What follows belongs to an exercise in optimizing a design on an open flow for small area and a short achievable clock period; a production flow would make more cautious choices.
RTL that was checked went through simulation tests only; none was proved equivalent to the original.
Only the layout flow was run in runs 1 to 5; the RTL was not checked for function there.
No run shown here takes its clock network from TritonCTS; it comes from the design's own scripts or RTL.
No driver is modelled on the clock port, so clock power and skew are understated where the tree is cut down; a real chip needs a root buffer or a tree.
Power figures rest on the tool's default switching activity, not on a simulated workload.

$ cat config.mk
export PLATFORM = sky130hd
export DESIGN_NAME = stopwatch_01
export DESIGN_NICKNAME = stopwatch_01
export VERILOG_FILES = /design/flow/design.v
export SDC_FILE = /design/flow/constraint.sdc
export NUM_CORES = 4
export LEC_CHECK = 0
export ABC_AREA = 1
export CAP_MARGIN = 20
export CORE_MARGIN = 2
export CORE_UTILIZATION = 50
export SETUP_SLACK_MARGIN = 3.0
export SLEW_MARGIN = 20
export SYNTH_HIERARCHICAL = 1
export BUFFER_PORTS_ARGS = -buffer_cell sky130_fd_sc_hd__buf_1
export PRE_CTS_TCL = /design/flow/flow/cts_pre.tcl
$ cat constraint.sdc
create_clock -name core_clock -period 5.0 [get_ports {clk}]
set_input_delay 1.0000 -clock core_clock [delete_from_list [all_inputs] [get_ports {clk}]]
set_output_delay 1.0000 -clock core_clock [all_outputs]
set_load 0.01 [all_outputs]
$ cat design.v
module stopwatch_01(clk,rst,key_reset,key_start_pasue,key_display_stop,hex0,hex1,hex2,hex3,hex4,hex5,hex6,hex7,led0,led1,led2,led3);
	input		clk,rst,key_reset,key_start_pasue,key_display_stop;
	output [6:0]	hex0,hex1,hex2,hex3,hex4,hex5,hex6,hex7;
	output	led0,led1,led2,led3;
	assign	led3 = 1'b0;
	reg	[1:0]	pre;
	wire	tick = pre[1];
	reg	[5:0]	hold_s, hold_d, hold_r;
	reg	start, freeze, cleared;
	reg	[3:0]	t0, t1, t2, t4, t6, t7;
	reg	[2:0]	t3, t5;
	reg	[3:0]	s0, s1, s2, s4, s6, s7;
	reg	[2:0]	s3, s5;
	wire	at50_s = hold_s[5] & hold_s[2] & hold_s[1] & hold_s[0];
	wire	at50_d = hold_d[5] & hold_d[2] & hold_d[1] & hold_d[0];
	wire	at50_r = hold_r[5] & hold_r[2] & hold_r[1] & hold_r[0];
	wire	push_s = tick & ~key_start_pasue;
	wire	push_d = tick & ~key_display_stop;
	wire	push_r = tick & ~key_reset;
	wire	fire_s = push_s & at50_s;
	wire	fire_d = push_d & at50_d;
	wire	fire_r = push_r & at50_r;
	wire	start_n, freeze_n;
	key_mux	u_ks(key_start_pasue, start, start ^ (tick & at50_s), start_n);
	key_mux	u_kd(key_display_stop, freeze, freeze ^ (tick & at50_d), freeze_n);
	wire	clr = rst | fire_r;
	function [3:0] step10;
		input [3:0] d;
		step10 = {(~d[0]), (~d[1] & ~d[0]) | (d[3] & d[2] & d[0]), (~d[2] & d[0]) | (d[3] & ~d[1]) | (d[3] & d[2]), ~((d[2] & ~d[0]) | (~d[3]))};
	endfunction
	function [2:0] step6;
		input [2:0] d;
		step6 = {(d[0]), (~d[2] & ~d[1]) | (d[2] & d[0]), (~d[1])};
	endfunction
	function [3:0] step16;
		input [3:0] d;
		step16 = {(d[3] & ~d[2] & ~d[0]) | (~d[3] & d[0]) | (~d[2] & d[1]), (~d[3] & d[2] & d[1]) | (d[3] & ~d[2]) | (d[3] & ~d[1]), (d[1] & d[0]) | (~d[3] & d[2] & d[1]) | (d[2] & d[0]) | (~d[3] & ~d[2] & ~d[1] & ~d[0]), (~d[3] & d[1]) | (d[2] & d[1] & d[0]) | (~d[3] & d[2] & ~d[0]) | (d[3] & ~d[2] & ~d[1])};
	endfunction
	wire	n0 = (~t0[3] & t0[2]);
	wire	n1 = (~t1[3] & t1[2]);
	wire	n2 = (~t2[3] & t2[2]);
	wire	n3 = (t3[1] & ~t3[0]);
	wire	n4 = (~t4[3] & t4[2]);
	wire	n5 = (t5[1] & ~t5[0]);
	wire	n6 = (~t6[3] & t6[2]);
	wire	p1 = n0;
	wire	p2 = p1 & n1;
	wire	p3 = p2 & n2;
	wire	p4 = p3 & n3;
	wire	p5 = p4 & n4;
	wire	p6 = p5 & n5;
	wire	p7 = p6 & n6;
	wire	run_released = tick & start;
	wire	run_pressed = tick & (start ^ at50_s);
	wire	p0 = 1'b1;
	wire	c0;
	key_mux	u_c0(key_start_pasue, run_released & p0, run_pressed & p0, c0);
	wire	c1;
	key_mux	u_c1(key_start_pasue, run_released & p1, run_pressed & p1, c1);
	wire	c2;
	key_mux	u_c2(key_start_pasue, run_released & p2, run_pressed & p2, c2);
	wire	c3;
	key_mux	u_c3(key_start_pasue, run_released & p3, run_pressed & p3, c3);
	wire	c4;
	key_mux	u_c4(key_start_pasue, run_released & p4, run_pressed & p4, c4);
	wire	c5;
	key_mux	u_c5(key_start_pasue, run_released & p5, run_pressed & p5, c5);
	wire	c6;
	key_mux	u_c6(key_start_pasue, run_released & p6, run_pressed & p6, c6);
	wire	c7;
	key_mux	u_c7(key_start_pasue, run_released & p7, run_pressed & p7, c7);
	wire	[3:0]	t0_r = c0 ? step10(t0) : t0;
	wire	[3:0]	t1_r = c1 ? step10(t1) : t1;
	wire	[3:0]	t2_r = c2 ? step10(t2) : t2;
	wire	[2:0]	t3_r = c3 ? step6(t3) : t3;
	wire	[3:0]	t4_r = c4 ? step10(t4) : t4;
	wire	[2:0]	t5_r = c5 ? step6(t5) : t5;
	wire	[3:0]	t6_r = c6 ? step10(t6) : t6;
	wire	[3:0]	t7_r = c7 ? step16(t7) : t7;
	wire	[29:0]	t_n = {t7_r, t6_r, t5_r, t4_r, t3_r, t2_r, t1_r, t0_r} & {30{~clr}};
	wire	load = clr | ~freeze_n;
	wire	[29:0]	s_n;
	hold_mux	#(30)	u_hold(t_n, {s7, s6, s5, s4, s3, s2, s1, s0}, load, s_n);
	always @(posedge clk) begin
		pre[0] <= ~rst & ~pre[0] & ~pre[1];
		pre[1] <= ~rst & pre[0];
		hold_s <= rst ? 6'd0 : push_s ? (at50_s ? 6'd0 : {hold_s[4:0], ~(hold_s[5] ^ hold_s[0])}) : hold_s;
		hold_d <= rst ? 6'd0 : push_d ? (at50_d ? 6'd0 : {hold_d[4:0], ~(hold_d[5] ^ hold_d[0])}) : hold_d;
		hold_r <= rst ? 6'd0 : push_r ? (at50_r ? 6'd0 : {hold_r[4:0], ~(hold_r[5] ^ hold_r[0])}) : hold_r;
		start   <= ~rst & start_n;
		freeze  <= ~rst & freeze_n;
		cleared <= ~rst & (cleared | fire_r);
		{t7, t6, t5, t4, t3, t2, t1, t0} <= t_n;
		{s7, s6, s5, s4, s3, s2, s1, s0} <= s_n;
	end
	assign	led0 = start;
	assign	led1 = cleared;
	assign	led2 = freeze;
	dec10	u0(s0, hex0);
	dec10	u1(s1, hex1);
	dec10	u2(s2, hex2);
	dec6	u3(s3, hex3);
	dec10	u4(s4, hex4);
	dec6	u5(s5, hex5);
	dec10	u6(s6, hex6);
	dec16	u7(s7, hex7);
endmodule
module key_mux(k, released, pressed, y);
	input	k, released, pressed;
	output	y;
	assign	y = k ? released : pressed;
endmodule
module hold_mux(a, b, sel, y);
	parameter	W = 1;
	input	[W-1:0]	a, b;
	input		sel;
	output	[W-1:0]	y;
	assign	y = sel ? a : b;
endmodule
module dec10(d, seg);
	input	[3:0]	d;
	output	[6:0]	seg;
	assign	seg[0] = ~((~d[2] & ~d[0]) | (d[1]));
	assign	seg[1] = (~d[3] & ~d[2] & d[1]);
	assign	seg[2] = (d[2] & d[1] & ~d[0]);
	assign	seg[3] = (d[3] & ~d[1]);
	assign	seg[4] = ~((d[3] & d[2] & d[1]) | (~d[3] & ~d[0]));
	assign	seg[5] = (d[3] & ~d[0]);
	assign	seg[6] = (~d[1] & ~d[0]);
endmodule
module dec6(d, seg);
	input	[2:0]	d;
	output	[6:0]	seg;
	assign	seg[0] = (d[1] & d[0]);
	assign	seg[1] = (d[1] & ~d[0]);
	assign	seg[2] = (d[2] & ~d[1]);
	assign	seg[3] = (d[1] & d[0]);
	assign	seg[4] = ~((~d[1] & ~d[0]));
	assign	seg[5] = (~d[2] & d[0]) | (d[2] & ~d[1]);
	assign	seg[6] = ~((~d[1] & d[0]) | (d[2]));
endmodule
module dec16(d, seg);
	input	[3:0]	d;
	output	[6:0]	seg;
	assign	seg[0] = (d[1]);
	assign	seg[1] = (d[1] & d[0]) | (d[2] & ~d[0]);
	assign	seg[2] = ~((d[2] & ~d[1]) | (~d[2] & ~d[0]) | (~d[3] & ~d[1]));
	assign	seg[3] = (~d[3] & ~d[2] & d[0]) | (d[1]);
	assign	seg[4] = (~d[3] & d[0]) | (d[1]) | (d[3] & d[2]);
	assign	seg[5] = ~((~d[1] & ~d[0]) | (d[3] & ~d[2] & ~d[0]) | (d[3] & d[2] & ~d[1]));
	assign	seg[6] = (d[1] & d[0]) | (~d[3] & ~d[2]) | (d[2] & d[1]);
endmodule
$ cat flow/run.sh
#!/bin/bash
# The standard ORFS layout with two changes:
#  - port buffers are buf_1 cells (BUFFER_PORTS_ARGS),
#  - the clock is buffered by flow/cts_pre.tcl (four clkbuf_16 from the clock
#    port) in place of TritonCTS.
# The make output of the whole flow goes to flow_make.log here; ORFS keeps each
# step's own log under orfs/logs.
set -euo pipefail
here=$(pwd)
cat >> config.mk <<MK
export BUFFER_PORTS_ARGS = -buffer_cell sky130_fd_sc_hd__buf_1
export PRE_CTS_TCL = $here/flow/cts_pre.tcl
MK
bash standard.sh > flow_make.log 2>&1
$ cat flow/clkbuf.tcl
# Clock buffering used in place of TritonCTS: the clock port drives a few
# clock buffers, each driving the flip-flops of one region of the die; the
# regions split the sinks into equal groups, first by x and then by y.
proc clk_split {keyed parts axis} {
  if {$parts <= 1} { return [list $keyed] }
  set keyed [lsort -integer -index $axis $keyed]
  set half [expr {[llength $keyed] / 2}]
  set sub [expr {$parts / 2}]
  set other [expr {1 - $axis}]
  return [concat [clk_split [lrange $keyed 0 [expr {$half - 1}]] $sub $other] \
                 [clk_split [lrange $keyed $half end] $sub $other]]
}

proc insert_clock_buffers {nbuf master_name} {
  set block [ord::get_db_block]
  set db [ord::get_db]
  set clknet [$block findNet clk]
  set master [$db findMaster $master_name]
  set keyed {}
  foreach it [$clknet getITerms] {
    set loc [[$it getInst] getLocation]
    lappend keyed [list [lindex $loc 0] [lindex $loc 1] $it]
  }
  set b 0
  foreach slice [clk_split $keyed $nbuf 0] {
    if {[llength $slice] == 0} continue
    set sx 0; set sy 0
    foreach k $slice { set sx [expr {$sx + [lindex $k 0]}]; set sy [expr {$sy + [lindex $k 1]}] }
    set cx [expr {int($sx / [llength $slice])}]
    set cy [expr {int($sy / [llength $slice])}]
    set inst [odb::dbInst_create $block $master "clkroot_buf_$b"]
    set net [odb::dbNet_create $block "clkroot_net_$b"]
    $net setSigType CLOCK
    foreach k $slice {
      set it [lindex $k 2]
      $it disconnect
      $it connect $net
    }
    [$inst findITerm A] connect $clknet
    [$inst findITerm X] connect $net
    $inst setLocation $cx $cy
    $inst setPlacementStatus PLACED
    incr b
  }
}
$ cat flow/cts_pre.tcl
# Runs at the start of ORFS's CTS step (PRE_CTS_TCL). Instead of TritonCTS's
# two-level tree, the clock port drives four clkbuf_16 cells, each driving the
# flip-flops of one quarter of the die (sinks split by x), so every register's
# clock arrives through one buffer with no deliberate skew.
source [file join [file dirname [info script]] clkbuf.tcl]
insert_clock_buffers 4 sky130_fd_sc_hd__clkbuf_16
rename clock_tree_synthesis tritoncts_unused
proc clock_tree_synthesis {args} {
  set_propagated_clock [all_clocks]
}
$ cat standard.sh
#!/bin/bash
# synth_recipe.tcl (not shown) runs the flow's synth.tcl, then flattens the netlist and writes it again
# the make line also repeats each setting of config.mk as NAME=value (left out here)
make -C /OpenROAD-flow-scripts/flow DESIGN_CONFIG=/design/flow/config.mk WORK_HOME=/design/flow/orfs CLKGATE_MAP_FILE= SYNTH_SCRIPT=/design/flow/synth_recipe.tcl "${@:-finish}"
==> results of run 1 <==
## placed cells by master, fill, tap and decap left out, types with 2 or more instances in the layout
master	instances
nand3_2	4
clkbuf_16	4
a21oi_1	25
o21ai_0	28
buf_4	7
nor2_2	3
clkbuf_2	2
nand2_1	205
nand2_4	7
nor3_2	6
o211ai_1	6
or2_1	2
o21ai_1	3
dfxtp_1	74
dfxtp_2	9
nor3_1	17
inv_2	8
nand2_2	6
nand3_1	20
nor2_1	99
buf_1	59
nor2_4	4
inv_1	77
## path summary, 6_finish.rpt
path,start,end,depth (start not counted)
worst max-delay path,rst,s6[1],8
worst min-delay path,pre[0],pre[0],1
worst max register to register,t3[1],s6[2],14
worst min register to register,pre[0],pre[0],1
## modules after synthesis, one instance, submodules excluded, excerpt
module	flip-flops and latches	times used	cell area, sq um	cells
dec10	0	5	52.6	14
dec16	0	1	85.1	20
dec6	0	2	52.6	12
key_mux	0	10	15.0	4
stopwatch_01	83	1	3030	380
## layout make-up
cell class	instances	area [sq um]
Inverter	89	348
Timing Repair Buffer	71	324
Fill cell	771	3100
Multi-Input combinational cell	447	2060
Tap cell	102	128
Buffer	4	100
Sequential cell	83	1670
## worst max-delay path, delay by kind of cell
| family | cells | cell delay, ns |
|---|---|---|
| buffers and inverters | 4 | 0.62 |
| AND/OR/NAND/NOR | 4 | 0.39 |
## timing repair
| item | CTS | global route |
|---|---|---|
| setup endpoints to repair | 66 | 47 |
| resized for setup | 25 | 38 |
| pin swaps | 2 | 9 |
| setup buffers | 3 | 5 |
| cloned | 2 | 0 |
## sequential cells by signal, summed over array words and instances, names as in the netlist, 3 cells and up
signal / count
s1: 4
s2: 4
t4: 4
hold_s: 6
t3: 3
t2: 4
t0: 4
hold_d: 6
t5: 3
s6: 4
s4: 4
s7: 4
hold_r: 6
s3: 3
s5: 3
t6: 4
t1: 4
s0: 4
t7: 4
## layer usage
metal / vias to the layer above / wire length [um]
li1: 2064 / -
met1: 1654 / 4210
met2: 64 / 3770
met3: 5 / 268
met4: 0 / 95
met5: - / 0
## where the power goes
group | switching, mW | leakage [nW] | internal, mW
logic | 0.0250 | 1.34 | 0.0121
registers | 0.00632 | 0.675 | 0.668
clock network | 0.165 | 0.0493 | 0.146
## cell families after synthesis
family                    synth area share
AOI/OAI and AO/OA                   0.0887
xor gates and xnor gates           0.00437
muxes                              0.00250
and+or+nand+nor                      0.380
DFF                                  0.415
other                             0.000936
buffers and inverters                0.109
==> metrics.cfg, run 1 <==
[grt]
grtUsageMet1=0.260
grt_use_met2=0.321
grtUsageMet3=0.00806
gr-total-overflow=0
grt_busiest_layer=met2
grt_pass1_wl_um=13900
grtUsageTotal=0.184
grt_pass1_vias=3191
antenna_found_initial=0
grt_max_degree=31

[setup_path]
cpPeakStageDelay_ns=0.24
cp_slowest_cell=clkinvlp_4
critPathMaxFanout=15
cp_cell_sequence=buf_2 > clkinvlp_4 > nand2_8 > inv_1 > nand2_1 > inv_1 > nand2_1 > nand2_1
required_ns=5.05
ff2ff_setup_slack_ns=3.14
worstSetupPathType=in2reg
crit_top_cell=nand2_1
startpoint_type=primary input
cp-end-kind=flip-flop
arrival_ns=2.02

[placement]
hpwl_um=5570
gp_congestion=0.833
dp.cells=782
dpl_worst_slack_ns=1.92
port_buffers=63
post_dp_cell_area_sq_mm=0.00427

[floorplan]
pin_count=65
fp.dieArea_sq_mm=0.00875
initial_core_util=0.518
die_y_um=93.5
die_x_um=93.5
std_cell_rows=32
coreArea_sq_mm=0.00773

[sta]
fin_hold_ws_ns=0.412
fin_crit_sh=0.394
hold_viol=0
fmaxAchievable_mhz=508
fin_tns_setup_ns=0
min_period_ns=1.97
slew_viol_final=0
rsz0062_at_grt=true
finalSetupViolations=0
skew_ns=0.00515
worst_slack_ns=3.03

[cells_and_area]
postLayoutCellArea_sq_mm=0.00463
diodes=0
areaGrowthSynthToFinish_pct=15.6
layout.nets=701
drive_gt1_frac=0.0994
layout.cells.non_filler=796
final_util=0.599

[logic_synthesis]
synth_area_leaders=dfxtp_1, nand2_1, nor2_1
ys_top_cells_by_count=nand2_1, nor2_1, inv_1
synth_ff_type=dfxtp_1
synthCells=631
syn_nets=636
ys_seq_area_frac=0.415
synth_top_cell_area_share=0.415
synth_top_area_cell=dfxtp_1
synth_cell_types=31
synth.most_common_cell=nand2_1
synth_area_sq_mm=0.00401
synth_edf_count=0
ys_seq_elements=83
async_flop_share=0
synth.avg_cell_area_sq_um=6.35
synth-warning-count=7

[run_status]
status=finished clean

[power]
power_per_cell_area_mw_per_mm2=221
peakVddDrop_v=0.000226
total_power_mw=1.02
p_leak_nw=2.07

[worst_hold_path]
min_path_type=reg2reg

[clock_tree]
holdBufCountCts=0
clk_latency_ns=0.15
clk_pin_slew_ns=0.08

[drt]
wirelength_um=8350
drt_first_iter_violations=128
first_pass_iters=4
viasPerCell=4.76
final_antenna_net_count=0
num_vias=3787
drc=0
routedWlPerCell_um=10.5

[flow_run]
drv_cap=0

==> inputs of run 2 (changes only) <==
--- a/config.mk
+++ b/config.mk
@@ -5,7 +5,6 @@
 export SDC_FILE = /design/flow/constraint.sdc
 export NUM_CORES = 4
 export LEC_CHECK = 0
-export ABC_AREA = 1
 export CAP_MARGIN = 20
 export CORE_MARGIN = 2
 export CORE_UTILIZATION = 50
==> metrics.cfg, run 2 <==
[logic_synthesis]
synth_top_cell_area_share=0.408  ; was 0.415
synthCells=438  ; was 631
syn_nets=443  ; was 636
ys_seq_area_frac=0.408  ; was 0.415
synth_area_sq_mm=0.00407  ; was 0.00401 sq mm
synth.avg_cell_area_sq_um=9.30  ; was 6.35 sq um
synth_edf_count=0  ; unchanged
synth_ff_type=dfxtp_1  ; unchanged
synth-warning-count=7  ; unchanged
ys_top_cells_by_count=dfxtp_1, nor2_1, mux2_4  ; was nand2_1, nor2_1, inv_1
synth.most_common_cell=dfxtp_1  ; was nand2_1
async_flop_share=0  ; unchanged
synth_top_area_cell=dfxtp_1  ; unchanged
synth_area_leaders=dfxtp_1, mux2_4, nor2_1  ; was dfxtp_1, nand2_1, nor2_1
synth_cell_types=50  ; was 31
ys_seq_elements=83  ; unchanged

[clock_tree]
clk_latency_ns=0.15  ; about the same
clk_pin_slew_ns=0.08  ; about the same
holdBufCountCts=0  ; unchanged

[worst_hold_path]
min_to=pre[0]  ; unchanged
hp-start=pre[0]  ; unchanged
whs_path_depth=1  ; unchanged
min_path_type=reg2reg  ; unchanged

[grt]
grtUsageTotal=0.192  ; was 0.184
grt_pass1_vias=2978  ; was 3191
antenna_found_initial=0  ; unchanged
grt_max_degree=22  ; was 31
grt_pass1_wl_um=14200  ; was 13900 um
gr-total-overflow=0  ; unchanged

[sta]
rsz0062_at_grt=true  ; unchanged
fmaxAchievable_mhz=454  ; was 508 MHz
skew_ns=0.00713  ; was 0.00515 ns
finalSetupViolations=0  ; unchanged
hold_viol=0  ; unchanged
fin_tns_setup_ns=0  ; unchanged
fin_crit_sh=0.441  ; was 0.394
slew_viol_final=0  ; unchanged
min_period_ns=2.20  ; was 1.97 ns

[placement]
hpwl_um=5010  ; was 5570 um
gp_congestion=0.776  ; was 0.833
dp.cells=588  ; was 782
port_buffers=63  ; unchanged

[drt]
drc=0  ; unchanged
wirelength_um=9270  ; was 8350 um
num_vias=3412  ; was 3787
final_antenna_net_count=0  ; unchanged
viasPerCell=5.36  ; was 4.76
routedWlPerCell_um=14.6  ; was 10.5 um
drt_first_iter_violations=132  ; was 128
first_pass_iters=4  ; unchanged

[setup_path]
startpoint_type=primary input  ; unchanged
worstSetupPathType=in2reg  ; unchanged
arrival_ns=2.24  ; was 2.02 ns
ff2ff_setup_slack_ns=2.83  ; was 3.14 ns
worst-r2r-cell-count=8  ; was 14
timing.rr.end=s7[1]  ; was s6[2]
r2r_start=t6[2]  ; was t3[1]
required_ns=5.04  ; was 5.05 ns
critPathMaxFanout=5  ; was 15
cp-end-kind=flip-flop  ; unchanged

[cells_and_area]
final_common_cell=buf_1  ; was nand2_1
diodes=0  ; unchanged
drive_gt1_frac=0.388  ; was 0.0994
layout_common_cells=buf_1, nor2_1, dfxtp_1, mux2_4, dfxtp_2  ; was nand2_1, nor2_1, inv_1, dfxtp_1, buf_1
layout.nets=541  ; was 701
largestRegisters=hold_d x6, hold_r x6, hold_s x6  ; unchanged
layout.cells.non_filler=636  ; was 796
areaGrowthSynthToFinish_pct=32.9  ; was 15.6%

[floorplan]
die_x_um=94.2  ; was 93.5 um
initial_core_util=0.521  ; was 0.518
coreArea_sq_mm=0.00781  ; was 0.00773 sq mm
pin_count=65  ; unchanged
fp.dieArea_sq_mm=0.00888  ; was 0.00875 sq mm
die_y_um=94.2  ; was 93.5 um
std_cell_rows=32  ; unchanged

[flow_run]
drv_cap=0  ; unchanged

[power]
p_leak_nw=2.09  ; was 2.07 nW
total_power_mw=1.02  ; about the same
peakVddDrop_v=0.000211  ; was 0.000226 V
power_per_cell_area_mw_per_mm2=189  ; was 221 mW/mm^2

[run_status]
status=finished clean  ; unchanged

run 2: worst max-delay path by stage:
stage	startpoint	endpoint	slack [ns]
2_1_floorplan	key_start_pasue	s7[1]	2.87
3_3_place_gp	key_start_pasue	s7[1]	2.14
3_5_place_dp	key_start_pasue	s7[1]	2.10
4_1_cts	key_start_pasue	s7[1]	2.83
5_1_grt	hold_s[5]	s3[1]	2.72
6_report	key_reset	s2[1]	2.80
run 2: area by class of cell:
class / instances / area, sq um
Timing Repair Buffer: 103 / 687
Buffer: 4 / 100
Sequential cell: 83 / 1730
Tap cell: 102 / 128
Multi-Input combinational cell: 323 / 2680
Inverter: 21 / 83.8
Fill cell: 617 / 2400
run 2: logic make-up (layout without fill, tap and decap cells):
logic type	count (synthesis)	in the layout	synth area share
other	1	1	0.000921
and+or+nand+nor	191	194	0.248
muxes	48	48	0.171
DFF	83	83	0.408
AOI/OAI and AO/OA	77	78	0.125
buffers and inverters	36	128	0.0436
xor gates and xnor gates	2	2	0.00430
run 2: metrics by stage:
| stage | worst slack (ns) | hold WS (ns) | util | area, sq um |
|---|---|---|---|---|
| 6_report | 2.80 | 0.419 | 0.693 | 5410 |
| 5_1_grt | 2.72 | 0.419 | 0.693 | 5410 |
| 4_1_cts | 2.83 | 0.413 | 0.634 | 4950 |
| 3_5_place_dp | 2.10 | 0.396 | 0.557 | 4350 |
| 3_3_place_gp | 2.14 | 0.392 | 0.557 | 4350 |
| 2_1_floorplan | 2.87 | 0.383 | - | 4090 |
run 2: per-layer routing:
layer,global-route usage,wire [um]
met5,0,0
met4,0.0157,74
met3,0.0128,320
met1,0.267,4330
met2,0.340,4550
run 2: power by group:
group,leakage (nW),internal [mW],switching [mW]
combinational,1.35,0.0233,0.0245
clock,0.0493,0.146,0.167
sequential,0.690,0.659,0.00212
run 2: repair_timing:
action / CTS / global route
gates resized for setup: 73 / 82
endpoints found under the setup margin: 76 / 61
buffers inserted: 25 / 12
cloned: 4 / 3
pin swaps: 20 / 25
run 2: worst max-delay path: stages:
cell and delay, ns:
buf_6 0.09, nand3b_1 0.19, buf_6 0.16, o21bai_4 0.27, clkbuf_16 0.23, nor3_4 0.04, mux2_4 0.26
run 2: Yosys stat by module (local to each module, per instance), a selection:
| module | times used | cells inside |
|---|---|---|
| dec16 | 1 | 15 |
| dec10 | 5 | 10 |
| dec6 | 2 | 9 |
| stopwatch_01 | 1 | 312 |
| key_mux | 10 | 1 |
==> inputs of run 3 (changes only) <==
--- a/config.mk
+++ b/config.mk
@@ -5,9 +5,10 @@
 export SDC_FILE = /design/flow/constraint.sdc
 export NUM_CORES = 4
 export LEC_CHECK = 0
+export ABC_AREA = 1
 export CAP_MARGIN = 20
 export CORE_MARGIN = 2
-export CORE_UTILIZATION = 50
+export CORE_UTILIZATION = 65
 export SETUP_SLACK_MARGIN = 3.0
 export SLEW_MARGIN = 20
 export SYNTH_HIERARCHICAL = 1
==> metrics.cfg, run 3 <==
[run_status]
status=finished clean  ; unchanged

[cells_and_area]
largestRegisters=hold_d x6, hold_r x6, hold_s x6  ; unchanged
multi_input_area_sq_mm=0.00212  ; was 0.00268 sq mm
final_common_cell=nand2_1  ; was buf_1
layout.nets=704  ; was 541
seqCellArea_sq_mm=0.00168  ; was 0.00173 sq mm
layout_common_cells=nand2_1, nor2_1, inv_1, dfxtp_1, buf_1  ; was buf_1, nor2_1, dfxtp_1, mux2_4, dfxtp_2
areaGrowthSynthToFinish_pct=17.6  ; was 32.9%
fillers=461  ; was 617
diodes=0  ; unchanged
drive_gt1_frac=0.113  ; was 0.388

[grt]
grt_pass1_wl_um=14400  ; was 14200 um
gr-total-overflow=0  ; unchanged
grt_max_degree=31  ; was 22
grtUsageTotal=0.259  ; was 0.192
grt_pass1_vias=3438  ; was 2978
antenna_found_initial=0  ; unchanged

[placement]
hpwl_um=5570  ; was 5010 um
port_buffers=63  ; unchanged
gp_congestion=0.833  ; was 0.776

[setup_path]
startpoint_type=primary input  ; unchanged
cpPeakStageDelay_ns=0.25  ; was 0.27 ns
worst-r2r-cell-count=15  ; was 8
cp-end-kind=flip-flop  ; unchanged
critPathTopFamily=buffers and inverters  ; unchanged
cp_slowest_cell=buf_4  ; was o21bai_4
timing.rr.end=s6[1]  ; was s7[1]
r2r_start=t1[2]  ; was t6[2]
cp_cell_sequence=clkbuf_4 > clkinvlp_4 > buf_4 > o211ai_1 > nor2_1 > nand2_1 > nand2_1  ; was buf_6 > nand3b_1 > buf_6 > o21bai_4 > clkbuf_16 > nor3_4 > mux2_4
cp_num_buf_inv=3  ; unchanged
critPathMaxFanout=13  ; was 5
crit_top_cell=nand2_1  ; was buf_6
ff2ff_setup_slack_ns=3.07  ; was 2.83 ns
worstSetupPathType=in2reg  ; unchanged
required_ns=5.05  ; was 5.04 ns
arrival_ns=1.98  ; was 2.24 ns

[floorplan]
initial_core_util=0.673  ; was 0.521
std_cell_rows=28  ; was 32
pin_count=65  ; unchanged
coreArea_sq_mm=0.00596  ; was 0.00781 sq mm
die_y_um=82.5  ; was 94.2 um
die_x_um=82.5  ; was 94.2 um
fp.dieArea_sq_mm=0.00681  ; was 0.00888 sq mm

[logic_synthesis]
ys_seq_area_frac=0.415  ; was 0.408
synth-warning-count=7  ; unchanged
syn_nets=636  ; was 443
synthCells=631  ; was 438
ys_top_cells_by_count=nand2_1, nor2_1, inv_1  ; was dfxtp_1, nor2_1, mux2_4
synth_area_sq_mm=0.00401  ; was 0.00407 sq mm
async_flop_share=0  ; unchanged
synth_ff_type=dfxtp_1  ; unchanged
synth_cell_types=31  ; was 50
synth_top_area_cell=dfxtp_1  ; unchanged
synth_area_leaders=dfxtp_1, nand2_1, nor2_1  ; was dfxtp_1, mux2_4, nor2_1
synth_edf_count=0  ; unchanged
synth_top_cell_area_share=0.415  ; was 0.408
synth.avg_cell_area_sq_um=6.35  ; was 9.30 sq um
synth.most_common_cell=nand2_1  ; was dfxtp_1
ys_seq_elements=83  ; unchanged

[sta]
finalSetupViolations=0  ; unchanged
fin_tns_setup_ns=0  ; unchanged
hold_viol=0  ; unchanged
fin_crit_sh=0.387  ; was 0.441
slew_viol_final=0  ; unchanged
rsz0062_at_grt=true  ; unchanged
skew_ns=0.00369  ; was 0.00713 ns
min_period_ns=1.94  ; was 2.20 ns
fmaxAchievable_mhz=516  ; was 454 MHz

[drt]
num_vias=4014  ; was 3412
drc=0  ; unchanged
final_antenna_net_count=0  ; unchanged
routedWlPerCell_um=11.7  ; was 14.6 um
viasPerCell=5.20  ; was 5.36
wirelength_um=9070  ; was 9270 um
drt_first_iter_violations=277  ; was 132
first_pass_iters=8  ; was 4

[worst_hold_path]
hp-start=pre[0]  ; unchanged
whs_path_depth=2  ; was 1
min_to=pre[1]  ; was pre[0]
min_path_type=reg2reg  ; unchanged

[power]
peakVddDrop_v=0.000290  ; was 0.000211 V
power_per_cell_area_mw_per_mm2=216  ; was 189 mW/mm^2
p_leak_nw=2.09  ; about the same
total_power_mw=1.02  ; about the same

[clock_tree]
clk_pin_slew_ns=0.08  ; about the same
clk_latency_ns=0.15  ; about the same

[flow_run]
drv_cap=0  ; unchanged

## run 3: changes by cell type after synthesis, moves of 15 or more
cell | before | now
nand2_1 | 28 | 213
inv_1 | 17 | 84
nor2_1 | 65 | 106
mux2_4 | 40 | 0
nor2b_1 | 22 | 0
o21ai_0 | 9 | 29
nand2b_1 | 15 | 0
## run 3: modules after synthesis, one instance, submodules excluded, excerpt
module        area [sq um]  cells inside  flip-flops and latches
stopwatch_01          3030           380                      83
dec16                 85.1            20                       0
dec10                 52.6            14                       0
dec6                  52.6            12                       0
key_mux               15.0             4                       0
## run 3: cell type report
| class | count | share of cell area |
|---|---|---|
| multi-input cells | 448 | 0.449 |
| flip-flops and latches | 83 | 0.356 |
| repair buffers | 73 | 0.0788 |
| inverters | 89 | 0.0749 |
| plain buffers | 4 | 0.0212 |
| well taps | 75 | 0.0199 |
## run 3: stage by stage
step / std cells / utilization / instance area (sq um) / hold WS [ns] / setup slack, ns
2_1_floorplan: 631 / - / 4010 / 0.391 / 3.20
3_5_place_dp: 755 / 0.712 / 4240 / 0.407 / 1.93
5_1_grt: 772 / 0.791 / 4710 / 0.451 / 2.92
4_1_cts: 764 / 0.751 / 4470 / 0.421 / 3.00
3_3_place_gp: 755 / 0.712 / 4240 / 0.400 / 2.06
6_report: 772 / 0.791 / 4710 / 0.423 / 3.06
## run 3: worst max path at each step
stage / endpoint / cells after the start / startpoint / slack (ns)
after global routing: s6[1] / 15 / t3[1] / 2.92
after global placement: s3[0] / 9 / key_reset / 2.06
after floorplan: s7[0] / 9 / key_reset / 3.20
final: s7[0] / 7 / rst / 3.06
after CTS: s1[2] / 11 / key_start_pasue / 3.00
after detailed placement: s3[2] / 9 / key_reset / 1.93
## run 3: kinds of logic after synthesis
group,count (synthesis),synth area share
flops,83,0.415
compound gates,66,0.0887
buf+inv,103,0.109
mux,1,0.00250
simple gates,375,0.380
xor+xnor,2,0.00437
other cells,1,0.000936
## run 3: metal layers
layer | track usage | share of wire | vias up
met4 | 0.0541 | 0.032 | 0
li1 | - | - | 2070
met2 | 0.489 | 0.48 | 151
met1 | 0.327 | 0.44 | 1771
met5 | 0 | 0 | -
met3 | 0.0120 | 0.055 | 22
## run 3: worst min-delay path, cell delays in order (launching register included)
cell and delay [ns]:
dfxtp_1 0.32, inv_1 0.05, nor2_1 0.03
## run 3: power by group
part	internal, mW	switching [mW]	total (mW)
Sequential	0.668	0.00654	0.674
Combinational	0.0150	0.0274	0.0424
Clock	0.145	0.158	0.303
Total	0.828	0.192	1.02
## run 3: repair_timing
item,in CTS,in global routing
setup endpoints to repair,61,46
hold buffers,0,0
resized for setup,25,52
pin swaps,2,13
gates cloned,2,1
setup buffers,3,7
==> inputs of run 4 (changes only) <==
--- a/config.mk
+++ b/config.mk
@@ -8,8 +8,8 @@
 export ABC_AREA = 1
 export CAP_MARGIN = 20
 export CORE_MARGIN = 2
-export CORE_UTILIZATION = 65
-export SETUP_SLACK_MARGIN = 3.0
+export CORE_UTILIZATION = 50
+export SETUP_SLACK_MARGIN = 3.1
 export SLEW_MARGIN = 20
 export SYNTH_HIERARCHICAL = 1
 export BUFFER_PORTS_ARGS = -buffer_cell sky130_fd_sc_hd__buf_1
==> metrics.cfg, run 4 <==
[clock_tree]
holdBufCountCts=0  ; unchanged
clk_latency_ns=0.15  ; about the same
clk_pin_slew_ns=0.08  ; about the same

[sta]
finalSetupViolations=0  ; unchanged
skew_ns=0.00764  ; was 0.00369 ns
fin_crit_sh=0.374  ; was 0.387
fin_hold_ws_ns=0.413  ; was 0.423 ns
slew_viol_final=0  ; unchanged
hold_viol=0  ; unchanged
fin_tns_setup_ns=0  ; unchanged
min_period_ns=1.87  ; was 1.94 ns
rsz0062_at_grt=true  ; unchanged
fmaxAchievable_mhz=535  ; was 516 MHz

[drt]
viasPerCell=4.81  ; was 5.20
drt_first_iter_violations=134  ; was 277
wirelength_um=8850  ; was 9070 um
first_pass_iters=4  ; was 8
drc=0  ; unchanged
routedWlPerCell_um=10.9  ; was 11.7 um
num_vias=3917  ; was 4014
final_antenna_net_count=0  ; unchanged

[setup_path]
cp_cell_sequence=buf_6 > clkinvlp_4 > buf_6 > o211ai_1 > nor2_1 > nand2_1 > nand2_1  ; was clkbuf_4 > clkinvlp_4 > buf_4 > o211ai_1 > nor2_1 > nand2_1 > nand2_1
cp-end-kind=flip-flop  ; unchanged
startpoint_type=primary input  ; unchanged
arrival_ns=1.92  ; was 1.98 ns
worstSetupPathType=in2reg  ; unchanged
cpPeakStageDelay_ns=0.25  ; about the same
critPathMaxFanout=13  ; unchanged
required_ns=5.05  ; about the same
cp_slowest_cell=clkinvlp_4  ; was buf_4

[power]
peakVddDrop_v=0.000209  ; was 0.000290 V
sw_frac_of_total=0.193  ; was 0.188
p_switching_mw=0.198  ; was 0.192 mW
power_per_cell_area_mw_per_mm2=202  ; was 216 mW/mm^2
intPower_mw=0.829  ; was 0.828 mW
combinationalPowerShare=0.046  ; was 0.042
p_leak_nw=2.24  ; was 2.09 nW
pwr-share-seq=0.654  ; was 0.661
clockPowerShare=0.300  ; was 0.297

[floorplan]
initial_core_util=0.518  ; was 0.673
die_x_um=93.5  ; was 82.5 um
die_y_um=93.5  ; was 82.5 um
fp.dieArea_sq_mm=0.00875  ; was 0.00681 sq mm
std_cell_rows=32  ; was 28
pin_count=65  ; unchanged
coreArea_sq_mm=0.00773  ; was 0.00596 sq mm

[cells_and_area]
layout.nets=719  ; was 704
drive_gt1_frac=0.232  ; was 0.113
postLayoutCellArea_sq_mm=0.00508  ; was 0.00471 sq mm
areaGrowthSynthToFinish_pct=26.8  ; was 17.6%
largestRegisters=hold_d x6, hold_r x6, hold_s x6  ; unchanged
layout_common_cells=nand2_1, nor2_1, inv_1, dfxtp_1, buf_1  ; unchanged
diodes=0  ; unchanged
final_common_cell=nand2_1  ; unchanged
final_util=0.657  ; was 0.791

[placement]
post_dp_cell_area_sq_mm=0.00427  ; was 0.00424 sq mm
hpwl_um=5570  ; about the same
gp_congestion=0.833  ; unchanged
port_buffers=63  ; unchanged

[logic_synthesis]
ys_seq_elements=83  ; unchanged
ys_seq_area_frac=0.415  ; unchanged
synth_edf_count=0  ; unchanged
synth_top_area_cell=dfxtp_1  ; unchanged
synth.avg_cell_area_sq_um=6.35  ; unchanged
synth_cell_types=31  ; unchanged
syn_nets=636  ; unchanged
synth_top_cell_area_share=0.415  ; unchanged
synthCells=631  ; unchanged
synth_area_sq_mm=0.00401  ; unchanged
async_flop_share=0  ; unchanged
synth-warning-count=7  ; unchanged
synth.most_common_cell=nand2_1  ; unchanged
ys_top_cells_by_count=nand2_1, nor2_1, inv_1  ; unchanged
synth_ff_type=dfxtp_1  ; unchanged
synth_area_leaders=dfxtp_1, nand2_1, nor2_1  ; unchanged

[worst_hold_path]
min_path_type=reg2reg  ; unchanged

[grt]
grtUsageTotal=0.189  ; was 0.259
antenna_found_initial=0  ; unchanged
grt_pass1_vias=3230  ; was 3438
grt_max_degree=31  ; unchanged
grt_pass1_wl_um=14200  ; was 14400 um
gr-total-overflow=0  ; unchanged

[run_status]
status=finished clean  ; unchanged

[flow_run]
drv_cap=0  ; unchanged

## run 4: changes by cell type in the layout (fill, tap and decap cells not counted), moves of 10 or more
cell,change
dfxtp_2,+17
buf_1,-15
dfxtp_1,-21
buf_4,+12
clkbuf_2,+12
nor2_1,-11
inv_1,-10
## run 4: what timing repair did
| item | 4_1_cts | 5_1_grt |
|---|---|---|
| gates resized for setup | 57 | 118 |
| pin swaps | 8 | 32 |
| gates cloned | 3 | 0 |
| setup buffers | 7 | 18 |
| endpoints found under the setup margin | 86 | 85 |
| hold endpoints to repair | 0 | 0 |
## run 4: path summary, 6_finish.rpt
kind	startpoint	endpoint	slack [ns]	depth (start not counted)
setup / recovery	rst	s7[0]	3.13	7
hold reg to reg	pre[0]	pre[1]	0.41	2
hold / removal	pre[0]	pre[1]	0.41	2
setup reg to reg	t0[2]	s7[0]	3.19	13
## run 4: kinds of logic after synthesis
logic type | Yosys count | share of synthesized area
DFF | 83 | 0.415
other | 1 | 0.000936
and+or+nand+nor | 375 | 0.380
xor gates and xnor gates | 2 | 0.00437
muxes | 1 | 0.00250
AOI/OAI and AO/OA | 66 | 0.0887
buffers and inverters | 103 | 0.109
## run 4: per-module statistics from Yosys, one instance, submodules excluded, a selection
module,cells,cell area (sq um),flip-flops and latches
dec10,14,52.6,0
dec6,12,52.6,0
stopwatch_01,380,3030,83
dec16,20,85.1,0
key_mux,4,15.0,0
## run 4: power by group through the flow
| stage | Sequential [mW] | Combinational, mW | Clock, mW |
|---|---|---|---|
| 2_1_floorplan | 0.688 | 0.0251 | 0 |
| 3_3_place_gp | 0.689 | 0.0300 | 0 |
| 3_5_place_dp | 0.690 | 0.0313 | 0 |
| 4_1_cts | 0.674 | 0.0394 | 0.319 |
| 5_1_grt | 0.673 | 0.0523 | 0.343 |
| 6_report | 0.672 | 0.0477 | 0.308 |
## run 4: per-stage QoR
step / power [mW] / cells / worst slack, ns
3_5_place_dp: 0.721 / 782 / 1.92
4_1_cts: 1.03 / 796 / 3.09
3_3_place_gp: 0.719 / 782 / 1.95
2_1_floorplan: 0.713 / 631 / 3.20
6_report: 1.03 / 814 / 3.13
5_1_grt: 1.07 / 814 / 3.03
## run 4: layout make-up
| type | count | area [sq um] |
|---|---|---|
| sequential | 83 | 1710 |
| buffer | 4 | 100 |
| inverter | 89 | 363 |
| multi-input combinational | 448 | 2260 |
| fill | 720 | 2650 |
| timing repair buffer | 88 | 517 |
| tap | 102 | 128 |
## run 4: critical path, delay by kind of cell
kind            cells  cell delay, ns
buf+inv             3            0.60
simple gates        3            0.21
compound gates      1            0.10
## run 4: per-layer routing
| metal | vias to the layer above | share of wire | GRT usage | wire length, um |
|---|---|---|---|---|
| met4 | 0 | 0.018 | 0.0221 | 163 |
| met1 | 1718 | 0.48 | 0.265 | 4260 |
| met5 | - | 0 | 0 | 0 |
| met3 | 9 | 0.037 | 0.00806 | 324 |
| met2 | 81 | 0.46 | 0.335 | 4100 |
| li1 | 2109 | - | - | - |
==> inputs of run 5 (changes only) <==
--- a/config.mk
+++ b/config.mk
@@ -9,7 +9,7 @@
 export CAP_MARGIN = 20
 export CORE_MARGIN = 2
 export CORE_UTILIZATION = 50
-export SETUP_SLACK_MARGIN = 3.1
+export SETUP_SLACK_MARGIN = 2.9
 export SLEW_MARGIN = 20
 export SYNTH_HIERARCHICAL = 1
 export BUFFER_PORTS_ARGS = -buffer_cell sky130_fd_sc_hd__buf_1
==> metrics.cfg, run 5 <==
[cells_and_area]
postLayoutCellArea_sq_mm=0.00453  ; was 0.00508 sq mm
areaGrowthSynthToFinish_pct=13.2  ; was 26.8%
layout.cells.non_filler=789  ; was 814
diodes=0  ; unchanged
layout.nets=694  ; was 719
layout_common_cells=nand2_1, nor2_1, inv_1, dfxtp_1, buf_1  ; unchanged
final_util=0.587  ; was 0.657
final_common_cell=nand2_1  ; unchanged
drive_gt1_frac=0.0670  ; was 0.232
largestRegisters=hold_d x6, hold_r x6, hold_s x6  ; unchanged

[floorplan]
initial_core_util=0.518  ; unchanged
die_y_um=93.5  ; unchanged
die_x_um=93.5  ; unchanged
fp.dieArea_sq_mm=0.00875  ; unchanged
pin_count=65  ; unchanged
coreArea_sq_mm=0.00773  ; unchanged
std_cell_rows=32  ; unchanged

[logic_synthesis]
async_flop_share=0  ; unchanged
synth_ff_type=dfxtp_1  ; unchanged
synth_top_area_cell=dfxtp_1  ; unchanged
syn_nets=636  ; unchanged
synth-warning-count=7  ; unchanged
ys_seq_area_frac=0.415  ; unchanged
synth_area_leaders=dfxtp_1, nand2_1, nor2_1  ; unchanged
synth_edf_count=0  ; unchanged
ys_top_cells_by_count=nand2_1, nor2_1, inv_1  ; unchanged
synth_top_cell_area_share=0.415  ; unchanged
synth_area_sq_mm=0.00401  ; unchanged
synth.avg_cell_area_sq_um=6.35  ; unchanged
synth_cell_types=31  ; unchanged
synthCells=631  ; unchanged
ys_seq_elements=83  ; unchanged
synth.most_common_cell=nand2_1  ; unchanged

[setup_path]
critPathMaxFanout=32  ; was 13
worst-r2r-cell-count=15  ; was 13
required_ns=5.05  ; about the same
cp_slowest_cell=nand2_8  ; was clkinvlp_4
cp_num_buf_inv=5  ; was 3
startpoint_type=primary input  ; unchanged
cp_cell_sequence=buf_1 > inv_1 > nand2_4 > inv_4 > nand2_4 > nand2_8 > inv_1 > nand2_1 > inv_1 > nand2_1 > nand2_1  ; was buf_6 > clkinvlp_4 > buf_6 > o211ai_1 > nor2_1 > nand2_1 > nand2_1
arrival_ns=2.08  ; was 1.92 ns
r2r_start=hold_s[5]  ; was t0[2]
cp-end-kind=flip-flop  ; unchanged
ff2ff_setup_slack_ns=3.10  ; was 3.19 ns
timing.rr.end=s1[2]  ; was s7[0]
cpPeakStageDelay_ns=0.23  ; was 0.25 ns
worstSetupPathType=in2reg  ; unchanged
critPathTopFamily=simple AND/OR/NAND/NOR gates  ; was buffers and inverters

[drt]
drc=0  ; unchanged
wirelength_um=8040  ; was 8850 um
routedWlPerCell_um=10.2  ; was 10.9 um
final_antenna_net_count=0  ; unchanged
drt_first_iter_violations=103  ; was 134
viasPerCell=4.75  ; was 4.81
num_vias=3751  ; was 3917
first_pass_iters=6  ; was 4

[worst_hold_path]
hp-start=pre[0]  ; unchanged
min_to=pre[0]  ; was pre[1]
min_path_type=reg2reg  ; unchanged
whs_path_depth=1  ; was 2

[placement]
port_buffers=63  ; unchanged
dp.cells=782  ; unchanged
dpl_worst_slack_ns=1.92  ; unchanged
hpwl_um=5570  ; unchanged
post_dp_cell_area_sq_mm=0.00427  ; unchanged
gp_congestion=0.833  ; unchanged

[grt]
grt_busiest_layer=met2  ; unchanged
grt_pass1_vias=3111  ; was 3230
antenna_found_initial=0  ; unchanged
grtUsageMet1=0.244  ; was 0.265
grt_max_degree=33  ; was 31
grtUsageMet3=0.00886  ; was 0.00806
grt_pass1_wl_um=13200  ; was 14200 um
gr-total-overflow=0  ; unchanged
grtUsageTotal=0.174  ; was 0.189
grt_use_met2=0.303  ; was 0.335

[clock_tree]
holdBufCountCts=0  ; unchanged
clk_pin_slew_ns=0.08  ; about the same
clk_latency_ns=0.15  ; about the same

[power]
pwr-share-seq=0.662  ; was 0.654
sw_frac_of_total=0.190  ; was 0.193
total_power_mw=1.02  ; was 1.03 mW
p_leak_nw=2.02  ; was 2.24 nW
clockPowerShare=0.304  ; was 0.300
p_switching_mw=0.194  ; was 0.198 mW
peakVddDrop_v=0.000225  ; was 0.000209 V
intPower_mw=0.824  ; was 0.829 mW
power_per_cell_area_mw_per_mm2=225  ; was 202 mW/mm^2
combinationalPowerShare=0.033  ; was 0.046

[sta]
skew_ns=0.00723  ; was 0.00764 ns
hold_viol=0  ; unchanged
fin_crit_sh=0.406  ; was 0.374
worst_slack_ns=2.97  ; was 3.13 ns
finalSetupViolations=0  ; unchanged
slew_viol_final=0  ; unchanged
fin_tns_setup_ns=0  ; unchanged
fmaxAchievable_mhz=492  ; was 535 MHz
rsz0062_at_grt=true  ; unchanged
min_period_ns=2.03  ; was 1.87 ns
fin_hold_ws_ns=0.412  ; was 0.413 ns

[flow_run]
drv_cap=0  ; unchanged

[run_status]
status=finished clean  ; unchanged

[run 5: cell counts after synthesis]
No cell type changed its count.
[run 5: power by group through the flow]
| stage | clock (mW) | combinational (mW) | sequential [mW] |
|---|---|---|---|
| 6_report | 0.310 | 0.0338 | 0.674 |
| 2_1_floorplan | 0 | 0.0251 | 0.688 |
| 5_1_grt | 0.343 | 0.0385 | 0.676 |
| 3_3_place_gp | 0 | 0.0300 | 0.689 |
| 4_1_cts | 0.319 | 0.0339 | 0.674 |
| 3_5_place_dp | 0 | 0.0313 | 0.690 |
[run 5: worst max path at each step]
stage                           from  endpoint  slack [ns]  cells past startpoint
global route               hold_s[5]     s1[2]        2.81                     15
floorplan                  key_reset     s7[0]        3.20                      9
global placement           key_reset     s1[1]        1.95                      9
detailed placement         key_reset     s2[3]        1.92                      9
finish                     key_reset     s6[1]        2.97                     11
CTS                 key_display_stop     s1[0]        2.90                      9
[run 5: what timing repair did]
item	CTS	global route
gates resized for setup	17	25
pin swaps	0	2
buffers inserted	1	1
cloned	0	1
setup endpoints to repair	60	38
[run 5: cell families after synthesis]
| group | synth area share |
|---|---|
| compound gates | 0.0887 |
| xor+xnor | 0.00437 |
| buf+inv | 0.109 |
| flops | 0.415 |
| mux | 0.00250 |
| other cells | 0.000936 |
| simple gates | 0.380 |
[run 5: modules after synthesis (local to each module, per instance), a selection]
module        cells inside  flops+latches  cell area, sq um
dec6                    12              0              52.6
key_mux                  4              0              15.0
dec16                   20              0              85.1
stopwatch_01           380             83              3030
dec10                   14              0              52.6
[run 5: metal layers]
layer / vias up / wire [um] / part of all wire
met5: - / 0 / 0
met4: 0 / 99 / 0.012
met2: 70 / 3520 / 0.44
met1: 1622 / 4110 / 0.51
li1: 2052 / - / -
met3: 7 / 308 / 0.038
[run 5: final cells by class]
class	instances	area, sq um
Sequential cell	83	1670
Buffer	4	100
Tap cell	102	128
Inverter	89	353
Multi-Input combinational cell	446	2010
Fill cell	796	3190
Timing Repair Buffer	65	273
==> inputs of run 6 (changes only) <==
--- a/design.v
+++ b/design.v
@@ -26,7 +26,7 @@
 	wire	clr = rst | fire_r;
 	function [3:0] step10;
 		input [3:0] d;
-		step10 = {(~d[0]), (~d[1] & ~d[0]) | (d[3] & d[2] & d[0]), (~d[2] & d[0]) | (d[3] & ~d[1]) | (d[3] & d[2]), ~((d[2] & ~d[0]) | (~d[3]))};
+		step10 = {~((~d[3] & d[0]) | (d[1])), (~d[3] & d[2]) | (~d[0]), ~((d[2] & ~d[0]) | (d[1])), (d[3]) | (~d[1] & d[0])};
 	endfunction
 	function [2:0] step6;
 		input [2:0] d;
@@ -36,13 +36,13 @@
 		input [3:0] d;
 		step16 = {(d[3] & ~d[2] & ~d[0]) | (~d[3] & d[0]) | (~d[2] & d[1]), (~d[3] & d[2] & d[1]) | (d[3] & ~d[2]) | (d[3] & ~d[1]), (d[1] & d[0]) | (~d[3] & d[2] & d[1]) | (d[2] & d[0]) | (~d[3] & ~d[2] & ~d[1] & ~d[0]), (~d[3] & d[1]) | (d[2] & d[1] & d[0]) | (~d[3] & d[2] & ~d[0]) | (d[3] & ~d[2] & ~d[1])};
 	endfunction
-	wire	n0 = (~t0[3] & t0[2]);
-	wire	n1 = (~t1[3] & t1[2]);
-	wire	n2 = (~t2[3] & t2[2]);
+	wire	n0 = (~t0[3] & ~t0[2] & t0[1]);
+	wire	n1 = (~t1[3] & ~t1[2] & t1[1]);
+	wire	n2 = (~t2[3] & ~t2[2] & t2[1]);
 	wire	n3 = (t3[1] & ~t3[0]);
-	wire	n4 = (~t4[3] & t4[2]);
+	wire	n4 = (~t4[3] & ~t4[2] & t4[1]);
 	wire	n5 = (t5[1] & ~t5[0]);
-	wire	n6 = (~t6[3] & t6[2]);
+	wire	n6 = (~t6[3] & ~t6[2] & t6[1]);
 	wire	p1 = n0;
 	wire	p2 = p1 & n1;
 	wire	p3 = p2 & n2;
@@ -120,13 +120,13 @@
 module dec10(d, seg);
 	input	[3:0]	d;
 	output	[6:0]	seg;
-	assign	seg[0] = ~((~d[2] & ~d[0]) | (d[1]));
-	assign	seg[1] = (~d[3] & ~d[2] & d[1]);
-	assign	seg[2] = (d[2] & d[1] & ~d[0]);
-	assign	seg[3] = (d[3] & ~d[1]);
-	assign	seg[4] = ~((d[3] & d[2] & d[1]) | (~d[3] & ~d[0]));
-	assign	seg[5] = (d[3] & ~d[0]);
-	assign	seg[6] = (~d[1] & ~d[0]);
+	assign	seg[0] = (d[1] & ~d[0]) | (~d[3] & d[2] & ~d[0]);
+	assign	seg[1] = (d[3] & ~d[1]);
+	assign	seg[2] = (~d[3] & d[2] & ~d[1] & d[0]);
+	assign	seg[3] = (~d[3] & d[2] & ~d[0]) | (d[3] & d[1]);
+	assign	seg[4] = (d[2] & ~d[0]) | (d[1]);
+	assign	seg[5] = (d[3] & d[1]) | (~d[3] & d[2] & d[0]);
+	assign	seg[6] = (~d[2] & ~d[0]) | (d[3] & d[1]);
 endmodule
 module dec6(d, seg);
 	input	[2:0]	d;
==> metrics.cfg, run 6 <==
[logic_synthesis]
ys_seq_area_frac=0.423  ; was 0.415
synth_cell_types=33  ; was 31
synth_top_area_cell=dfxtp_1  ; unchanged
synth-warning-count=7  ; unchanged
ys_top_cells_by_count=nand2_1, dfxtp_1, inv_1  ; was nand2_1, nor2_1, inv_1
synth_ff_type=dfxtp_1  ; unchanged
async_flop_share=0  ; unchanged
synth_top_cell_area_share=0.423  ; was 0.415
synth_area_sq_mm=0.00393  ; was 0.00401 sq mm
synthCells=589  ; was 631
synth.most_common_cell=nand2_1  ; unchanged
synth_edf_count=0  ; unchanged
ys_seq_elements=83  ; unchanged
synth.avg_cell_area_sq_um=6.67  ; was 6.35 sq um
synth_area_leaders=dfxtp_1, nand2_1, inv_1  ; was dfxtp_1, nand2_1, nor2_1
syn_nets=594  ; was 636

[worst_hold_path]
min_path_type=reg2reg  ; unchanged
whs_path_depth=1  ; unchanged

[cells_and_area]
diodes=0  ; unchanged
areaGrowthSynthToFinish_pct=12.8  ; was 13.2%
drive_gt1_frac=0.0761  ; was 0.0670
final_common_cell=nand2_1  ; unchanged
layout_common_cells=nand2_1, dfxtp_1, inv_1, buf_1, nor2_1  ; was nand2_1, nor2_1, inv_1, dfxtp_1, buf_1
layout.cells.non_filler=746  ; was 789
layout.nets=651  ; was 694
largestRegisters=hold_d x6, hold_r x6, hold_s x6  ; unchanged

[clock_tree]
clk_latency_ns=0.15  ; about the same
clk_pin_slew_ns=0.08  ; about the same

[grt]
grt_max_degree=32  ; was 33
grt_pass1_vias=3197  ; was 3111
gr-total-overflow=0  ; unchanged
grt_pass1_wl_um=13600  ; was 13200 um
antenna_found_initial=0  ; unchanged
grtUsageTotal=0.182  ; was 0.174

[setup_path]
required_ns=5.09  ; was 5.05 ns
worst-r2r-cell-count=12  ; was 15
critPathMaxFanout=20  ; was 32
cp-end-kind=flip-flop  ; unchanged
ff2ff_setup_slack_ns=3.12  ; was 3.10 ns
arrival_ns=2.07  ; was 2.08 ns
worstSetupPathType=in2reg  ; unchanged
crit_top_cell=nand2_1
cp_cell_sequence=buf_4 > inv_1 > nand2_1 > nand2_1 > inv_1 > nor2_1 > a211oi_1 > nand2_1 > nand2_1  ; was buf_1 > inv_1 > nand2_4 > inv_4 > nand2_4 > nand2_8 > inv_1 > nand2_1 > inv_1 > nand2_1 > nand2_1
cp_slowest_cell=a211oi_1  ; was nand2_8
cpPeakStageDelay_ns=0.32  ; was 0.23 ns
startpoint_type=primary input  ; unchanged

[drt]
num_vias=3627  ; was 3751
routedWlPerCell_um=11.0  ; was 10.2 um
final_antenna_net_count=0  ; unchanged
first_pass_iters=4  ; was 6
drt_first_iter_violations=144  ; was 103
wirelength_um=8220  ; was 8040 um
viasPerCell=4.86  ; was 4.75
drc=0  ; unchanged

[sta]
rsz0062_at_grt=true  ; unchanged
tightest_slew_ns=0.534
finalSetupViolations=0  ; unchanged
fmaxAchievable_mhz=506  ; was 492 MHz
fin_hold_ws_ns=0.419  ; was 0.412 ns
hold_viol=0  ; unchanged
skew_ns=0.00520  ; was 0.00723 ns
slew_headroom=0.643
min_period_ns=1.97  ; was 2.03 ns
slew_viol_final=0  ; unchanged
fin_crit_sh=0.395  ; was 0.406
fin_tns_setup_ns=0  ; unchanged

[flow_run]
drv_cap=0  ; unchanged

[floorplan]
std_cell_rows=32  ; unchanged
die_y_um=92.7  ; was 93.5 um
pin_count=65  ; unchanged
fp.dieArea_sq_mm=0.00858  ; was 0.00875 sq mm
coreArea_sq_mm=0.00769  ; was 0.00773 sq mm
initial_core_util=0.511  ; was 0.518
die_x_um=92.7  ; was 93.5 um

[placement]
port_buffers=63  ; unchanged
gp_congestion=0.797  ; was 0.833
hpwl_um=5470  ; was 5570 um
dp.cells=737  ; was 782

[power]
p_leak_nw=1.97  ; was 2.02 nW
peakVddDrop_v=0.000233  ; was 0.000225 V
power_per_cell_area_mw_per_mm2=229  ; was 225 mW/mm^2

[run_status]
status=finished clean  ; unchanged

[run 6: stage by stage]
step | setup WS (ns) | cell area (sq um) | util | power, mW
3_3_place_gp | 1.94 | 4200 | 0.546 | 0.721
4_1_cts | 2.93 | 4330 | 0.564 | 1.03
6_report | 3.03 | 4430 | 0.577 | 1.02
5_1_grt | 2.89 | 4430 | 0.577 | 1.06
3_5_place_dp | 1.91 | 4200 | 0.546 | 0.722
2_1_floorplan | 3.13 | 3930 | - | 0.714
[run 6: worst paths after layout]
kind	from	to
setup / recovery	key_start_pasue	s5[1]
hold / removal	pre[0]	pre[0]
setup reg to reg	t2[3]	s7[0]
hold reg to reg	pre[0]	pre[0]
[run 6: what timing repair did]
| action | CTS | global route |
|---|---|---|
| pin swaps | 0 | 3 |
| setup endpoints to repair | 66 | 34 |
| cloned | 1 | 3 |
| setup buffers | 1 | 0 |
| gates resized for setup | 10 | 20 |
| hold buffers | 0 | 0 |
[run 6: power breakdown]
part	switching, mW	internal [mW]
Combinational	0.0259	0.0109
Sequential	0.00629	0.668
Clock	0.160	0.145
Total	0.192	0.825
[run 6: critical path: cells and delay by family]
family	cells	cell delay, ns
buf+inv	3	0.36
simple gates	5	0.36
compound gates	1	0.32
[run 6: per-layer routing]
metal | GRT usage | up-vias | part of all wire
li1 | - | 1964 | -
met1 | 0.243 | 1591 | 0.49
met2 | 0.339 | 69 | 0.46
met3 | 0.0122 | 3 | 0.043
met4 | 0.0135 | 0 | 0.0069
met5 | 0 | - | 0
[run 6: area by class of cell]
cell class | count | area, sq um
fill | 777 | 3250
multi-input combinational | 425 | 2010
sequential | 83 | 1660
inverter | 67 | 272
timing repair buffer | 64 | 250
tap | 102 | 128
buffer | 4 | 100
timing repair inverter | 1 | 6.26
[run 6: cell families after synthesis]
logic type | synth area share
and+or+nand+nor | 0.365
buffers and inverters | 0.0898
DFF | 0.423
AOI/OAI and AO/OA | 0.115
xor gates and xnor gates | 0.00669
other | 0.000954
[run 6: Yosys stat by module, one instance, submodules excluded, excerpt]
| module | flops+latches | cells inside | cell area, sq um |
|---|---|---|---|
| key_mux | 0 | 4 | 15.0 |
| stopwatch_01 | 83 | 343 | 2940 |
| dec6 | 0 | 12 | 52.6 |
| dec10 | 0 | 13 | 56.3 |
| dec16 | 0 | 20 | 85.1 |
==> inputs of run 7 (changes only) <==
--- a/config.mk
+++ b/config.mk
@@ -9,7 +9,7 @@
 export CAP_MARGIN = 20
 export CORE_MARGIN = 2
 export CORE_UTILIZATION = 50
-export SETUP_SLACK_MARGIN = 2.9
+export SETUP_SLACK_MARGIN = 2.85
 export SLEW_MARGIN = 20
 export SYNTH_HIERARCHICAL = 1
 export BUFFER_PORTS_ARGS = -buffer_cell sky130_fd_sc_hd__buf_1
==> metrics.cfg, run 7 <==
[run_status]
status=finished clean  ; unchanged

[logic_synthesis]
synth_cell_types=33  ; unchanged
syn_nets=594  ; unchanged
synth.avg_cell_area_sq_um=6.67  ; unchanged
synth_top_cell_area_share=0.423  ; unchanged
synth_top_area_cell=dfxtp_1  ; unchanged
synth_area_leaders=dfxtp_1, nand2_1, inv_1  ; unchanged
synth_edf_count=0  ; unchanged
synth.most_common_cell=nand2_1  ; unchanged
ys_seq_area_frac=0.423  ; unchanged
async_flop_share=0  ; unchanged
synthCells=589  ; unchanged
synth_ff_type=dfxtp_1  ; unchanged
synth_area_sq_mm=0.00393  ; unchanged
synth-warning-count=7  ; unchanged
ys_seq_elements=83  ; unchanged
ys_top_cells_by_count=nand2_1, dfxtp_1, inv_1  ; unchanged

[cells_and_area]
drive_gt1_frac=0.0670  ; was 0.0761
areaGrowthSynthToFinish_pct=12.0  ; was 12.8%
seqCellArea_sq_mm=0.00166  ; unchanged
multi_input_area_sq_mm=0.00198  ; was 0.00201 sq mm
final_common_cell=nand2_1  ; unchanged
fillers=778  ; was 777
largestRegisters=hold_d x6, hold_r x6, hold_s x6  ; unchanged
layout.nets=649  ; was 651
diodes=0  ; unchanged
layout_common_cells=nand2_1, dfxtp_1, inv_1, buf_1, nor2_1  ; unchanged
layout.cells.non_filler=744  ; was 746

[setup_path]
critPathMaxFanout=30  ; was 20
required_ns=5.05  ; was 5.09 ns
startpoint_type=primary input  ; unchanged
arrival_ns=2.09  ; was 2.07 ns
worstSetupPathType=in2reg  ; unchanged
cp-end-kind=flip-flop  ; unchanged

[power]
total_power_mw=1.02  ; about the same
peakVddDrop_v=0.000234  ; was 0.000233 V
combinationalPowerShare=0.035  ; was 0.036
pwr-share-seq=0.663  ; about the same
power_per_cell_area_mw_per_mm2=231  ; was 229 mW/mm^2
sw_frac_of_total=0.189  ; about the same
p_leak_nw=1.95  ; was 1.97 nW
intPower_mw=0.825  ; about the same
clockPowerShare=0.301  ; about the same
p_switching_mw=0.192  ; about the same

[sta]
finalSetupViolations=0  ; unchanged
rsz0062_at_grt=true  ; unchanged
skew_ns=0.00426  ; was 0.00520 ns
slew_viol_final=0  ; unchanged
hold_viol=0  ; unchanged
fmaxAchievable_mhz=490  ; was 506 MHz
min_period_ns=2.04  ; was 1.97 ns
fin_crit_sh=0.408  ; was 0.395
slew_headroom=0.635  ; was 0.643
fin_tns_setup_ns=0  ; unchanged
tightest_slew_ns=0.545  ; was 0.534 ns

[drt]
viasPerCell=4.83  ; was 4.86
final_antenna_net_count=0  ; unchanged
num_vias=3595  ; was 3627
drt_first_iter_violations=97  ; was 144
drc=0  ; unchanged
first_pass_iters=4  ; unchanged
routedWlPerCell_um=10.8  ; was 11.0 um
wirelength_um=8000  ; was 8220 um

[placement]
dp.cells=737  ; unchanged
port_buffers=63  ; unchanged
hpwl_um=5470  ; unchanged
gp_congestion=0.797  ; unchanged

[floorplan]
die_y_um=92.7  ; unchanged
fp.dieArea_sq_mm=0.00858  ; unchanged
initial_core_util=0.511  ; unchanged
coreArea_sq_mm=0.00769  ; unchanged
std_cell_rows=32  ; unchanged
pin_count=65  ; unchanged
die_x_um=92.7  ; unchanged

[worst_hold_path]
min_path_type=reg2reg  ; unchanged

[grt]
grtUsageTotal=0.180  ; was 0.182
grt_use_met2=0.336  ; was 0.339
grt_busiest_layer=met2  ; unchanged
grt_pass1_vias=3171  ; was 3197
grt_pass1_wl_um=13400  ; was 13600 um
grtUsageMet3=0.0122  ; unchanged
gr-total-overflow=0  ; unchanged
grtUsageMet1=0.239  ; was 0.243
antenna_found_initial=0  ; unchanged
grt_max_degree=32  ; unchanged

[clock_tree]
clk_latency_ns=0.15  ; about the same
clk_pin_slew_ns=0.08  ; about the same
holdBufCountCts=0  ; unchanged

[flow_run]
drv_cap=0  ; unchanged

[run 7: cell counts after synthesis]
Identical to the previous run, type by type.
[run 7: cell type report]
cell class,count,area share
plain buffers,4,0.0227
inverters,67,0.0628
flip-flops and latches,83,0.378
well taps,102,0.0290
multi-input cells,424,0.451
repair buffers,64,0.0563
[run 7: logic make-up after synthesis]
family          after synthesis  synth area share
flops                        83             0.423
simple gates                338             0.365
xor+xnor                      3           0.00669
buf+inv                      84            0.0898
other cells                   1          0.000954
compound gates               80             0.115
[run 7: repair_timing]
item | CTS | global route
pin swaps | 0 | 2
resized for setup | 7 | 17
buffers inserted | 1 | 0
gates cloned | 0 | 2
setup endpoints to repair | 61 | 34
[run 7: worst max-delay path, stage by stage]
cell	delay [ns]
buf_1	0.13
nor2_8	0.19
nand2_4	0.14
nand2_4	0.25
clkinv_8	0.20
nand2_1	0.10
nand2_1	0.04
[run 7: layer usage]
layer,share of wire,vias up
met5,0,-
li1,-,1956
met1,0.50,1580
met2,0.45,56
met3,0.037,3
met4,0.0071,0
[run 7: per-module statistics from Yosys (local to each module, per instance), a selection]
module        flops+latches  times used  cell area [sq um]
dec16                     0           1               85.1
key_mux                   0          10               15.0
stopwatch_01             83           1               2940
dec10                     0           5               56.3
dec6                      0           2               52.6
[run 7: worst paths after layout]
| kind | cells past startpoint | endpoint | startpoint | slack [ns] |
|---|---|---|---|---|
| max reg2reg | 11 | s4[1] | hold_d[5] | 3.05 |
| min | 1 | pre[0] | pre[0] | 0.42 |
| min reg2reg | 1 | pre[0] | pre[0] | 0.42 |
| max | 7 | s4[1] | key_reset | 2.96 |
[run 7: through the flow]
| step | hold WS (ns) | worst slack [ns] | area [sq um] | utilization |
|---|---|---|---|---|
| finish | 0.419 | 2.96 | 4400 | 0.572 |
| global route | 0.450 | 2.84 | 4400 | 0.572 |
| CTS | 0.422 | 2.85 | 4320 | 0.562 |
| detailed placement | 0.409 | 1.91 | 4200 | 0.546 |
| global placement | 0.401 | 1.94 | 4200 | 0.546 |
| floorplan | 0.391 | 3.13 | 3930 | - |
[run 7: power groups by stage]
stage | clock network, mW | registers [mW] | logic (mW)
2_1_floorplan | 0 | 0.688 | 0.0253
3_3_place_gp | 0 | 0.690 | 0.0315
3_5_place_dp | 0 | 0.690 | 0.0327
4_1_cts | 0.316 | 0.674 | 0.0336
5_1_grt | 0.337 | 0.676 | 0.0410
6_report | 0.306 | 0.675 | 0.0360

[what the ideal ports hide]
The flow's constraints put no driver on any port. The routed layouts listed below were extracted and timed again, unchanged, in two steps.
Step 1: set_driving_cell puts a clkbuf_16 on clk and a buf_2 on each other input, an assumption about the parent block.
Step 2, shift: input delay + t, output delay - t, t = (earliest + latest rising clock arrival at the registers) / 2. This alone moves slack from input paths to output paths.
Slacks: ideal ports / drivers / drivers and shift; pairs: ideal ports / drivers.
run	t (ns)	setup WS [ns]	worst setup path after step 2	pins driven straight from the clock port
run 1	0.222	3.032 / 3.003 / 2.866	input to register	4
run 2	0.231	2.796 / 2.832 / 2.606	input to register	4
run 3	0.225	3.063 / 2.984 / 2.897	input to register	4
run 4	0.222	3.132 / 3.067 / 2.939	input to register	4
run 5	0.222	2.969 / 2.958 / 2.804	input to register	4
run 6	0.223	3.025 / 2.963 / 2.856	input to register	4
run 7	0.222	2.961 / 2.972 / 2.797	input to register	4
After both steps setup and hold are still met in every run listed. The setup slack of run 4, which loses most, moves by -0.065 ns with the drivers and by -0.193 ns with both steps.
